Source: an optimization exercise on an open RTL-to-GDS flow (aim: small area and a short achievable clock period). Production flows keep margins and buffers that such runs may drop. RTL that was checked went through simulation tests only; none was proved equivalent to the original. No driver is modelled on the clock port, so clock power and skew are understated where the tree is cut down; a real chip needs a root buffer or a tree. No activity file was given, so power comes from the tool's default toggle rates.

Setup of oak:
// Benes_8p
module Benes_8p (input wire [2:0] mp0, mp1, mp2, mp3, mp4, mp5, mp6, mp7,
    input clk,
    output wire [19:0] state
);
    reg [23:0] p1;
    always @(posedge clk) p1 <= {mp7, mp6, mp5, mp4, mp3, mp2, mp1, mp0};
    wire [2:0] s0_w;
    Col0_Route c0(.p(p1), .s0(s0_w));
    reg [2:0] s0_2;
    reg [7:0] su_2;      
    reg [3:0] lu_2;      
    reg [5:0] sl_2;      
    wire [3:0] s0x = {s0_w, 1'b1};
    integer r;
    always @(posedge clk) begin
        s0_2 <= s0_w;
        for (r = 0; r < 4; r = r + 1) begin
            su_2[2*r +: 2] <= s0x[r] ? p1[6*r+1 +: 2] : p1[6*r+4 +: 2];
            lu_2[r]        <= s0x[r] ? p1[6*r]        : p1[6*r+3];
        end
        sl_2[1:0] <= p1[5:4];                         
        sl_2[2]   <= s0x[1] ? p1[11]    : p1[8];      
        sl_2[4:3] <= s0x[2] ? p1[17:16] : p1[14:13];  
        sl_2[5]   <= s0x[3] ? p1[22]    : p1[19];     
    end
    wire [3:0] t_w;
    wire [4:0] bu_w, bl_w;
    assign t_w[0] = |{su_2[1:0] == 2'd0 & ~lu_2[0], su_2[3:2] == 2'd0 & ~lu_2[1],
                      su_2[5:4] == 2'd0 & ~lu_2[2], su_2[7:6] == 2'd0 & ~lu_2[3]};
    assign t_w[1] = |{su_2[1:0] == 2'd1 & ~lu_2[0], su_2[3:2] == 2'd1 & ~lu_2[1],
                      su_2[5:4] == 2'd1 & ~lu_2[2], su_2[7:6] == 2'd1 & ~lu_2[3]};
    assign t_w[2] = |{su_2[1:0] == 2'd2 & ~lu_2[0], su_2[3:2] == 2'd2 & ~lu_2[1],
                      su_2[5:4] == 2'd2 & ~lu_2[2], su_2[7:6] == 2'd2 & ~lu_2[3]};
    assign t_w[3] = |{su_2[1:0] == 2'd3 & ~lu_2[0], su_2[3:2] == 2'd3 & ~lu_2[1],
                      su_2[5:4] == 2'd3 & ~lu_2[2], su_2[7:6] == 2'd3 & ~lu_2[3]};
    Sub_Route bu(.g0(su_2[1:0]), .g1h(su_2[3]), .g2(su_2[5:4]), .g3l(su_2[6]), .s(bu_w));
    Sub_Route bl(.g0(sl_2[1:0]), .g1h(sl_2[2]), .g2(sl_2[4:3]), .g3l(sl_2[5]), .s(bl_w));
    reg [16:0] q3, q4, q5, q6, q7;
    always @(posedge clk) begin
        q3 <= {t_w, s0_2, bl_w, bu_w};
        q4 <= q3;
        q5 <= q4;
        q6 <= q5;
        q7 <= q6;
  ...
Size in the first run: ~290 cells after synthesis, ~130 flip-flops, about 45 I/O pins.
make LEC_CHECK=0 CAP_MARGIN=20 CORE_MARGIN=2 CORE_UTILIZATION=40 CTS_CLUSTER_DIAMETER=100 CTS_CLUSTER_SIZE=30 SETUP_SLACK_MARGIN=1.1 SLEW_MARGIN=20 finish   # period 2.5 ns
run.sh (not shown) runs the stock make flow with config.mk's settings and CLKGATE_MAP_FILE= SYNTH_SCRIPT=/design/flow/synth_recipe.tcl, a recipe that flattens the netlist after the stock synthesis.
What pine does differently from oak at the input level:
Settings: CTS_CLUSTER_DIAMETER removed (was 100); CTS_CLUSTER_SIZE removed (was 30).
Findings:
Reported for oak and pine, hold slack turned out identical to the last digit. Cell area after placement: oak vs pine identical. pine was carried through to the last stage, and its layout satisfied the timing, DRC and antenna checks. Non-clock buffer share of cell area came out exactly the same in oak and pine. Taking oak as the reference, in pine clock skew essentially unchanged; required time of the critical path essentially unchanged; clock-cell share of area essentially unchanged. Reported for oak and pine, switching power as a share of total power turned out identical to the last digit.
What birch does differently from pine at the input level:
Settings: a deleted SETUP_SLACK_MARGIN that had been 1.1.
--- outcome ---
From pine to birch the numbers moved as follows: sequential cell count has remained practically unchanged; cell count decreased about 2.3%. ~same power consumed by sequential cells in pine and birch. In the route summary, birch ends up with a via count below that of pine. Summary of birch over pine: count of nets after finishing shrank by 3.0%, share of total power in combinational logic shrank by 0.5 points, core occupancy in the finished layout shrank by 3.2 points, hold slack grew by 6.0 ps. The proportion of power drawn by the clock network in birch sits 1.3 points below the value recorded for pine. Compared to pine, birch shows a narrower setup margin. birch: minimum clock period is 300 ps higher than what pine reported.
Edits applied to the flow inputs when going from birch to maple:
Settings: SETUP_SLACK_MARGIN newly set to 1.1; CTS_CLUSTER_SIZE newly set to 50; CTS_CLUSTER_DIAMETER newly set to 150.
Notes after the runs:
maple -> birch: share of async-settable or async-resettable flops after synthesis delta 0, exact match
STATUS aggregate routed wire length: maple loses against birch
Maximum clock frequency, maple and birch: higher on maple
Compared with birch, global-route wire length before repair in maple increased by a few percent.

Benes_8p, a different RTL version from the one above (not shown whole).
Size in the first run: ~280 cells after synthesis, ~130 flip-flops.
## Benes_8p
module Benes_8p (input wire [2:0] mp0, mp1, mp2, mp3, mp4, mp5, mp6, mp7,
    input clk,
    output wire [19:0] state
);
    wire [23:0] p0 = {mp7, mp6, mp5, mp4, mp3, mp2, mp1, mp0};
    wire [2:0] s0_w;
    Col0_Route c0(.p(p0), .s0(s0_w));
    reg [23:0] p1;
    reg [2:0]  s0_1;
    always @(posedge clk) begin
        p1   <= p0;
        s0_1 <= s0_w;
    end
    wire [16:0] q_w;
    Rest_Route rr(.p(p1), .s0(s0_1), .q(q_w));
    reg [16:0] q2, q3, q4, q5, q6, q7;
    always @(posedge clk) begin
        q2 <= q_w;
        q3 <= q2;
        q4 <= q3;
        q5 <= q4;
        q6 <= q5;
        q7 <= q6;
    end
    assign state[0]  = 1'b1;
    assign state[1]  = 1'b1;
    assign state[2]  = q7[1];
    assign state[3]  = q7[3];
    assign state[4]  = q7[13];
    assign state[5]  = q7[10];
    assign state[6]  = q7[0];
    assign state[7]  = q7[2];
    assign state[8]  = q7[4];
    assign state[9]  = q7[14];
    assign state[10] = q7[11];
    assign state[11] = 1'b1;
    assign state[12] = q7[6];
    assign state[13] = q7[8];
    assign state[14] = q7[15];
    assign state[15] = q7[12];
    assign state[16] = q7[5];
    assign state[17] = q7[7];
    assign state[18] = q7[9];
    assign state[19] = q7[16];
endmodule
clock: 2.5 ns
lec_check: 0
cap_margin: 20
core_margin: 2
core_utilization: 40
setup_slack_margin: 1.3
slew_margin: 20
standard.sh (not shown) runs the stock make flow with config.mk's settings and CLKGATE_MAP_FILE= SYNTH_SCRIPT=/design/flow/synth_recipe.tcl, a recipe that flattens the netlist after the stock synthesis.
==> flow/flow/run.sh <==
#!/bin/bash
# The standard layout, with the clock tree built by flow/clock_tree.tcl (a
# two-stage tree with up to FLOW_CTS_LEAF registers per leaf buffer) in
# place of TritonCTS's.
set -euo pipefail
here=$(pwd)
export FLOW_CTS_LEAF=${FLOW_CTS_LEAF:-32}
export FLOW_CLOCK_PORT=clk
bash standard.sh "PRE_CTS_TCL=$here/flow/clock_tree.tcl" finish > "$here/make_finish.log" 2>&1
test -f out/final.def
==> flow/flow/clock_tree.tcl <==
# Clock tree for a small design, run as ORFS's PRE_CTS_TCL hook: the clock
# port drives one root buffer, which drives one leaf buffer per group of at
# most FLOW_CTS_LEAF registers. The groups come from splitting the
# registers at the median of their longer spread, recursively, and each
# leaf buffer sits at its group's centre and the root at the centre of the
# leaves. Every register sees the same two buffer stages. TritonCTS is then
# skipped; the rest of cts.tcl (legalisation, timing repair) runs as usual.
set ::ct_leaf [expr {[info exists ::env(FLOW_CTS_LEAF)] ? $::env(FLOW_CTS_LEAF) : 32}]
set ::ct_cell sky130_fd_sc_hd__clkbuf_16
set ::ct_block [ord::get_db_block]
set ::ct_master [[ord::get_db] findMaster $::ct_cell]

proc ct_center {iterms} {
  set sx 0.0; set sy 0.0
  foreach it $iterms {
    set b [[$it getInst] getBBox]
    set sx [expr {$sx + ([$b xMin] + [$b xMax]) / 2.0}]
    set sy [expr {$sy + ([$b yMin] + [$b yMax]) / 2.0}]
  }
  set n [llength $iterms]
  return [list [expr {$sx / $n}] [expr {$sy / $n}]]
}

proc ct_split {iterms leaf} {
  if {[llength $iterms] <= $leaf} { return [list $iterms] }
  set pts {}
  set xs {}; set ys {}
  foreach it $iterms {
    set b [[$it getInst] getBBox]
    set x [expr {([$b xMin] + [$b xMax]) / 2}]
    set y [expr {([$b yMin] + [$b yMax]) / 2}]
    lappend pts [list $it $x $y]
    lappend xs $x; lappend ys $y
  }
  set xs [lsort -integer $xs]; set ys [lsort -integer $ys]
  set k [expr {([lindex $xs end] - [lindex $xs 0]) >= ([lindex $ys end] - [lindex $ys 0]) ? 1 : 2}]
  set pts [lsort -integer -index $k $pts]
  set h [expr {[llength $pts] / 2}]
  set a {}; set b {}
  foreach p [lrange $pts 0 [expr {$h - 1}]] { lappend a [lindex $p 0] }
  foreach p [lrange $pts $h end] { lappend b [lindex $p 0] }
  return [concat [ct_split $a $leaf] [ct_split $b $leaf]]
}

proc ct_buffer {name x y in_net out_net} {
  set ct_block $::ct_block; set ct_master $::ct_master
  set inst [odb::dbInst_create $ct_block $ct_master $name]
  $inst setLocation [expr {int($x)}] [expr {int($y)}]
  $inst setPlacementStatus PLACED
  [$inst findITerm A] connect $in_net
  [$inst findITerm X] connect $out_net
  return $inst
}

proc ct_build {} {
  set ct_port [$::ct_block findBTerm $::env(FLOW_CLOCK_PORT)]
  set ct_clk [$ct_port getNet]
  set ct_sinks [$ct_clk getITerms]
  set ct_groups [ct_split $ct_sinks $::ct_leaf]
  puts "clock_tree: [llength $ct_sinks] sinks in [llength $ct_groups] groups of at most $::ct_leaf"

  set ct_root_net [odb::dbNet_create $::ct_block clknet_root]
  $ct_root_net setSigType CLOCK
  set ct_i 0
  set ct_leaves {}
  foreach g $ct_groups {
    set net [odb::dbNet_create $::ct_block clknet_leaf_$ct_i]
    $net setSigType CLOCK
    foreach it $g {
      $it disconnect
      $it connect $net
    }
    lassign [ct_center $g] x y
    set inst [ct_buffer clkbuf_leaf_$ct_i $x $y $ct_root_net $net]
    lappend ct_leaves [$inst findITerm A]
    incr ct_i
  }
  lassign [ct_center $ct_leaves] x y
  ct_buffer clkbuf_root $x $y $ct_clk $ct_root_net
  $ct_clk setSigType CLOCK
}
ct_build

set_propagated_clock [all_clocks]
proc clock_tree_synthesis {args} {
  puts "clock_tree: TritonCTS skipped, the tree is built"
}
The first run completed with no timing, DRC or antenna violations.
Then changed:
--- a/flow/flow/run.sh
+++ b/flow/flow/run.sh
@@ -8,3 +8,3 @@
 export FLOW_CLOCK_PORT=clk
-bash standard.sh "PRE_CTS_TCL=$here/flow/clock_tree.tcl" finish > "$here/make_finish.log" 2>&1
+bash standard.sh "PRE_CTS_TCL=$here/flow/clock_tree.tcl" "BUFFER_PORTS_ARGS=-buffer_cell sky130_fd_sc_hd__buf_4" finish > "$here/make_finish.log" 2>&1
 test -f out/final.def
Final cell count goes down by 2.5%. Power goes up by 1.8%. Wire length goes up by 1.9%. Area after synthesis stays the same. Clock skew hardly moves. Synthesized cell count does not change. Worst hold slack degrades by 0.063 ns. Via count goes up by 0.41%. Setup slack improves by 0.081 ns.
Then changed:
==> flow/flow/run.sh (replaced) <==
#!/bin/bash
# The standard layout, with the clock tree built by flow/clock_tree.tcl (a
# two-stage tree with up to FLOW_CTS_LEAF registers per leaf buffer) in
# place of TritonCTS's.
set -euo pipefail
here=$(pwd)
export FLOW_CTS_LEAF=${FLOW_CTS_LEAF:-26}
export FLOW_CLOCK_PORT=clk
bash standard.sh "PRE_CTS_TCL=$here/flow/clock_tree.tcl" finish > "$here/make_finish.log" 2>&1
test -f out/final.def
Effect: Sequential share of layout area came out lower by 1.0 points. Power came out higher by 6.4%. Wire length came out lower by 1.7%. Global-route usage came out lower by 0.14 points. Clock power came out higher by 38%. Sequential cell count does not change. Die area is unchanged. Design area came out higher by 1.4%. Core utilization came out higher by 0.72 points. Setup slack is worse by 0.073 ns. Synthesized area is unchanged.
No functional check of the RTL was part of any run of this note. No run of this note takes its clock network from TritonCTS; it comes from the design's own scripts or RTL.

[afterwards: timing with drivers on the ports]
How much do the figures lean on ideal ports? The routed layouts below were timed once more, with nothing changed but the port constraints. Step 1 (the two cells are an assumption about what drives the block):
set clk [get_ports {clk}]
set_driving_cell -lib_cell sky130_fd_sc_hd__clkbuf_16 $clk
set_driving_cell -lib_cell sky130_fd_sc_hd__buf_2 [delete_from_list [all_inputs] $clk]
Step 2, shift: input delay + t, output delay - t, t = (earliest + latest rising clock arrival at the registers) / 2. This alone moves slack from input paths to output paths. a / b / c = no drivers / after step 1 / after step 2; a / b = the first two.
run | t, ns | setup WS [ns] | clock arrival spread, ns
oak | 0.534 | 0.551 / 0.551 / 0.551 | 0.013 / 0.013
pine | 0.534 | 0.551 / 0.551 / 0.551 | 0.013 / 0.013
birch | 0.532 | 0.253 / 0.253 / 0.253 | 0.006 / 0.007
maple | 0.534 | 0.551 / 0.551 / 0.551 | 0.013 / 0.013
the first run of note 2 | 0.349 | 1.047 / 1.051 / 0.702 | 0.011 / 0.011
the second run of note 2 | 0.348 | 1.127 / 1.112 / 0.764 | 0.010 / 0.010
the third run of note 2 | 0.357 | 1.054 / 1.054 / 0.697 | 0.008 / 0.008
After both steps every run listed still meets setup and hold. For the second run of note 2, which loses most, drivers alone change the setup slack by -0.015 ns; drivers and shift together by -0.363 ns.
